What follows belongs to an exercise in optimizing a design on an open flow for small area; a production flow would make more cautious choices.

==> inputs of job 7698 <==
Design top, start of the top module:
module top (
    input               clk,  
    input               rst,  
    input       [3:0]   sw,
    output      [3:0]   led
);
    localparam [14:0] A_MASK = 15'h2AAA;    
    localparam [14:0] A_INIT = 15'h7BA4;    
    localparam [14:0] A_K    = 15'h2AFF;    
    localparam [14:0] A_LAST = 15'h0000;    
    reg  [14:0] a_q;
    wire [14:0] a_t = a_q ^ A_MASK;
    wire        a_tc = (a_t & A_K) == A_LAST;
    wire        a_ld = rst | a_tc;
    always @(posedge clk)
        a_q <= (a_ld ? A_INIT : {a_t[13:0], a_t[14] ^ a_t[0]}) ^ A_MASK;
    localparam [15:0] B_MASK = 16'hAAAA;
    localparam [15:0] B_INIT = 16'hB312;
    localparam [15:0] B_K    = 16'h5EBF;
    localparam [15:0] B_LAST = 16'h0000;
    reg  [15:0] b_q;
    wire [15:0] b_t = b_q ^ B_MASK;
    wire        b_tc = (b_t & B_K) == B_LAST;
    wire        b_ld = rst | b_tc;
    always @(posedge clk)
        b_q <= (b_ld ? B_INIT : {b_t[14:0], b_t[15] ^ b_t[6]}) ^ B_MASK;
    reg  [3:0] lf;       
    reg  [1:0] g;        
    reg        fresh;    
    always @(posedge clk) begin
        if (rst) begin
            lf    <= 4'b0000;
            g     <= 2'b00;
            fresh <= 1'b1;
        end else if (a_tc) begin
            lf    <= {lf[2:0], ~(lf[3] ^ lf[2])};
            g     <= {g[0], ~g[1]};
            fresh <= 1'b0;
        end
    end
    reg [4:0] j0;
    always @(posedge clk) begin
        if (rst)
            j0 <= 5'b01111;
        else if (a_tc)
            j0 <= {j0[3:0], ~j0[4]};
    end
    wire [3:0] cyc = {j0[3] & j0[0], j0[2] & j0[1], j0[2] | j0[1], j0[3] | j0[0]};
    wire [3:0] seq0 = fresh ? 4'b0000 : cyc;
    wire [3:0] seq3 = {g[1], g[0], ~g[1], ~g[0]};
    wire       blink = g[1] ^ g[0];
    reg  [3:0] j;
    always @(posedge clk) begin
        if (rst)
            j <= 4'b0000;
        else if (b_tc)
            j <= {j[2:0], ~j[3]};
    end
  ...
==> module top, before the edit <==
module top (
    input               clk,  
    input               rst,  
    input       [3:0]   sw,
    output      [3:0]   led
);
    localparam [14:0] A_MASK = 15'h2AAA;    
    localparam [14:0] A_INIT = 15'h7BA4;    
    localparam [14:0] A_K    = 15'h2AFF;    
    localparam [14:0] A_LAST = 15'h0000;    
    reg  [14:0] a_q;
    wire [14:0] a_t = a_q ^ A_MASK;
    wire        a_tc = (a_t & A_K) == A_LAST;
    wire        a_ld = rst | a_tc;
    always @(posedge clk)
        a_q <= (a_ld ? A_INIT : {a_t[13:0], a_t[14] ^ a_t[0]}) ^ A_MASK;
    localparam [15:0] B_MASK = 16'hAAAA;
    localparam [15:0] B_INIT = 16'hB312;
    localparam [15:0] B_K    = 16'h5EBF;
    localparam [15:0] B_LAST = 16'h0000;
    reg  [15:0] b_q;
    wire [15:0] b_t = b_q ^ B_MASK;
    wire        b_tc = (b_t & B_K) == B_LAST;
    wire        b_ld = rst | b_tc;
    always @(posedge clk)
        b_q <= (b_ld ? B_INIT : {b_t[14:0], b_t[15] ^ b_t[6]}) ^ B_MASK;
    reg  [3:0] lf;       
    reg  [1:0] g;        
    reg        fresh;    
    always @(posedge clk) begin
        if (rst) begin
            lf    <= 4'b0000;
            g     <= 2'b00;
            fresh <= 1'b1;
        end else if (a_tc) begin
            lf    <= {lf[2:0], ~(lf[3] ^ lf[2])};
            g     <= {g[0], ~g[1]};
            fresh <= 1'b0;
        end
    end
    reg [4:0] j0;
    always @(posedge clk) begin
        if (rst)
            j0 <= 5'b01111;
        else if (a_tc)
            j0 <= {j0[3:0], ~j0[4]};
    end
    wire [3:0] cyc = {j0[3] & j0[0], j0[2] & j0[1], j0[2] | j0[1], j0[3] | j0[0]};
    wire [3:0] seq0 = fresh ? 4'b0000 : cyc;
    wire [3:0] seq3 = {g[1], g[0], ~g[1], ~g[0]};
    wire       blink = g[1] ^ g[0];
    reg  [3:0] j;
    always @(posedge clk) begin
        if (rst)
            j <= 4'b0000;
        else if (b_tc)
            j <= {j[2:0], ~j[3]};
    end
    wire [3:0] seq4 = {j[3] & j[0], j[2] & j[1], j[2] | j[1], j[3] | j[0]};
    reg [3:0] seq;
    assign led = seq;
    always @(*) begin
        case (sw[2:0])
            3'b000: seq = seq0;
            3'b001: seq = lf;
            3'b010: seq = {4{blink}};
            3'b011: seq = seq3;
            3'b100: seq = seq4;
            default: seq = sw;
        endcase
    end
endmodule
Settings: LEC_CHECK=0, CAP_MARGIN=20, CORE_MARGIN=2, CORE_UTILIZATION=60, CTS_CLUSTER_DIAMETER=500, CTS_CLUSTER_SIZE=60, SLEW_MARGIN=20; clock period 10.0 ns.
run.sh (not shown) runs the stock make flow with config.mk's settings and CLKGATE_MAP_FILE= SYNTH_SCRIPT=/design/flow/synth_recipe.tcl, a recipe that flattens the netlist after the stock synthesis.
==> job 5683: changes against job 7698 <==
--- a/flow/design.v
+++ b/flow/design.v
@@ -38,14 +38,72 @@
             fresh <= 1'b0;
         end
     end
-    reg [4:0] j0;
-    always @(posedge clk) begin
-        if (rst)
-            j0 <= 5'b01111;
-        else if (a_tc)
-            j0 <= {j0[3:0], ~j0[4]};
+    reg [3:0] cyc;
+    always @(*) begin
+        case ({lf, g})
+            6'b000101: cyc = 4'b1111;  
+            6'b001111: cyc = 4'b0111;  
+            6'b011110: cyc = 4'b0011;  
+            6'b111000: cyc = 4'b0001;  
+            6'b110101: cyc = 4'b0000;  
+            6'b101111: cyc = 4'b0000;  
+            6'b011010: cyc = 4'b0001;  
+            6'b110000: cyc = 4'b0011;  
+            6'b100101: cyc = 4'b0111;  
+            6'b001011: cyc = 4'b1111;  
+            6'b010110: cyc = 4'b1111;  
+            6'b101000: cyc = 4'b0111;  
+            6'b010001: cyc = 4'b0011;  
+            6'b100011: cyc = 4'b0001;  
+            6'b000010: cyc = 4'b0000;  
+            6'b000100: cyc = 4'b0000;  
+            6'b001101: cyc = 4'b0001;  
+            6'b011111: cyc = 4'b0011;  
+            6'b111010: cyc = 4'b0111;  
+            6'b110100: cyc = 4'b1111;  
+            6'b101101: cyc = 4'b1111;  
+            6'b011011: cyc = 4'b0111;  
+            6'b110010: cyc = 4'b0011;  
+            6'b100100: cyc = 4'b0001;  
+            6'b001001: cyc = 4'b0000;  
+            6'b010111: cyc = 4'b0000;  
+            6'b101010: cyc = 4'b0001;  
+            6'b010000: cyc = 4'b0011;  
+            6'b100001: cyc = 4'b0111;  
+            6'b000011: cyc = 4'b1111;  
+            6'b000110: cyc = 4'b1111;  
+            6'b001100: cyc = 4'b0111;  
+            6'b011101: cyc = 4'b0011;  
+            6'b111011: cyc = 4'b0001;  
+            6'b110110: cyc = 4'b0000;  
+            6'b101100: cyc = 4'b0000;  
+            6'b011001: cyc = 4'b0001;  
+            6'b110011: cyc = 4'b0011;  
+            6'b100110: cyc = 4'b0111;  
+            6'b001000: cyc = 4'b1111;  
+            6'b010101: cyc = 4'b1111;  
+            6'b101011: cyc = 4'b0111;  
+            6'b010010: cyc = 4'b0011;  
+            6'b100000: cyc = 4'b0001;  
+            6'b000001: cyc = 4'b0000;  
+            6'b000111: cyc = 4'b0000;  
+            6'b001110: cyc = 4'b0001;  
+            6'b011100: cyc = 4'b0011;  
+            6'b111001: cyc = 4'b0111;  
+            6'b110111: cyc = 4'b1111;  
+            6'b101110: cyc = 4'b1111;  
+            6'b011000: cyc = 4'b0111;  
+            6'b110001: cyc = 4'b0011;  
+            6'b100111: cyc = 4'b0001;  
+            6'b001010: cyc = 4'b0000;  
+            6'b010100: cyc = 4'b0000;  
+            6'b101001: cyc = 4'b0001;  
+            6'b010011: cyc = 4'b0011;  
+            6'b100010: cyc = 4'b0111;  
+            6'b000000: cyc = 4'b1111;  
+            default: cyc = 4'bxxxx;
+        endcase
     end
-    wire [3:0] cyc = {j0[3] & j0[0], j0[2] & j0[1], j0[2] | j0[1], j0[3] | j0[0]};
     wire [3:0] seq0 = fresh ? 4'b0000 : cyc;
     wire [3:0] seq3 = {g[1], g[0], ~g[1], ~g[0]};
     wire       blink = g[1] ^ g[0];
--- a/flow/config.mk
+++ b/flow/config.mk
@@ -7,7 +7,5 @@
 export LEC_CHECK = 0
 export CAP_MARGIN = 20
 export CORE_MARGIN = 2
-export CORE_UTILIZATION = 60
-export CTS_CLUSTER_DIAMETER = 500
-export CTS_CLUSTER_SIZE = 60
+export CORE_UTILIZATION = 40
 export SLEW_MARGIN = 20
==> flow_summary.json <==
{
  "post_dp_cell_area_mm2": 0.001798,
  "die_h_um": 57.10,
  "post-route-util_pct": 68.33,
  "status": "timing/DRC/antenna clean",
  "netlist_area_mm2": 0.001692,
  "clock_buffers": 6,
  "design.seq.count": 47,
  "power_mw": 0.3001,
  "wl_met2_mm": 1.194,
  "dr.pass1.iters": 4,
  "insertion_delay_ps": 330
}
That was job 7698.
==> flow_summary.json <==
{
  "final_nets": 236,
  "holdWs_ps": 382.2,
  "design.seq.count": 46,
  "period_minus_slack_ps": 5834,
  "area_dominant_class": "sequential cells",
  "wl_met2_mm": 1.680,
  "wl_met1_mm": 1.805,
  "netlist_area_mm2": 0.001907,
  "die_h_um": 73.05,
  "finalSetupViolations": 0,
  "met3_usage_pct": 3.729,
  "arrival_ps": 3830,
  "power_mw": 0.3387,
  "dr.pass1.iters": 5,
  "buffers": 10,
  "status": "timing/DRC/antenna clean",
  "post_dp_cell_area_mm2": 0.002017,
  "post-route-util_pct": 45.53,
  "insertion_delay_ps": 300,
  "clock_buffers": 7
}
That was job 5683.
No run of this note included a check of the RTL's function; only the layout flow was run.

==> what the ideal ports hide <==
In the flow no input, the clock included, has a driving cell. The finished layouts below were timed again as built, in two steps.
Step 1 assumes that a clkbuf_16 drives the clock port and a buf_2 every other input.
Step 2 also shifts input and output timing later by t, the mid clock arrival at the registers, as if the neighbouring blocks saw the same clock.
Three values: ideal ports, drivers, drivers and shift; two values: the first two.
run	t, ns	setup WS [ns]	hold WS [ns]	worst setup path at the end	clock arrival spread, ns
job 7698	0.354	3.875 / 3.855 / 3.855	0.389 / 0.389 / 0.389	input to output	0.006 / 0.006
job 5683	0.319	4.166 / 4.139 / 4.139	0.382 / 0.382 / 0.382	input to output	0.004 / 0.005
After both steps setup and hold are still met in every run listed. For job 5683, which loses most, drivers alone change the setup slack by -0.027 ns; drivers and shift together by -0.027 ns.
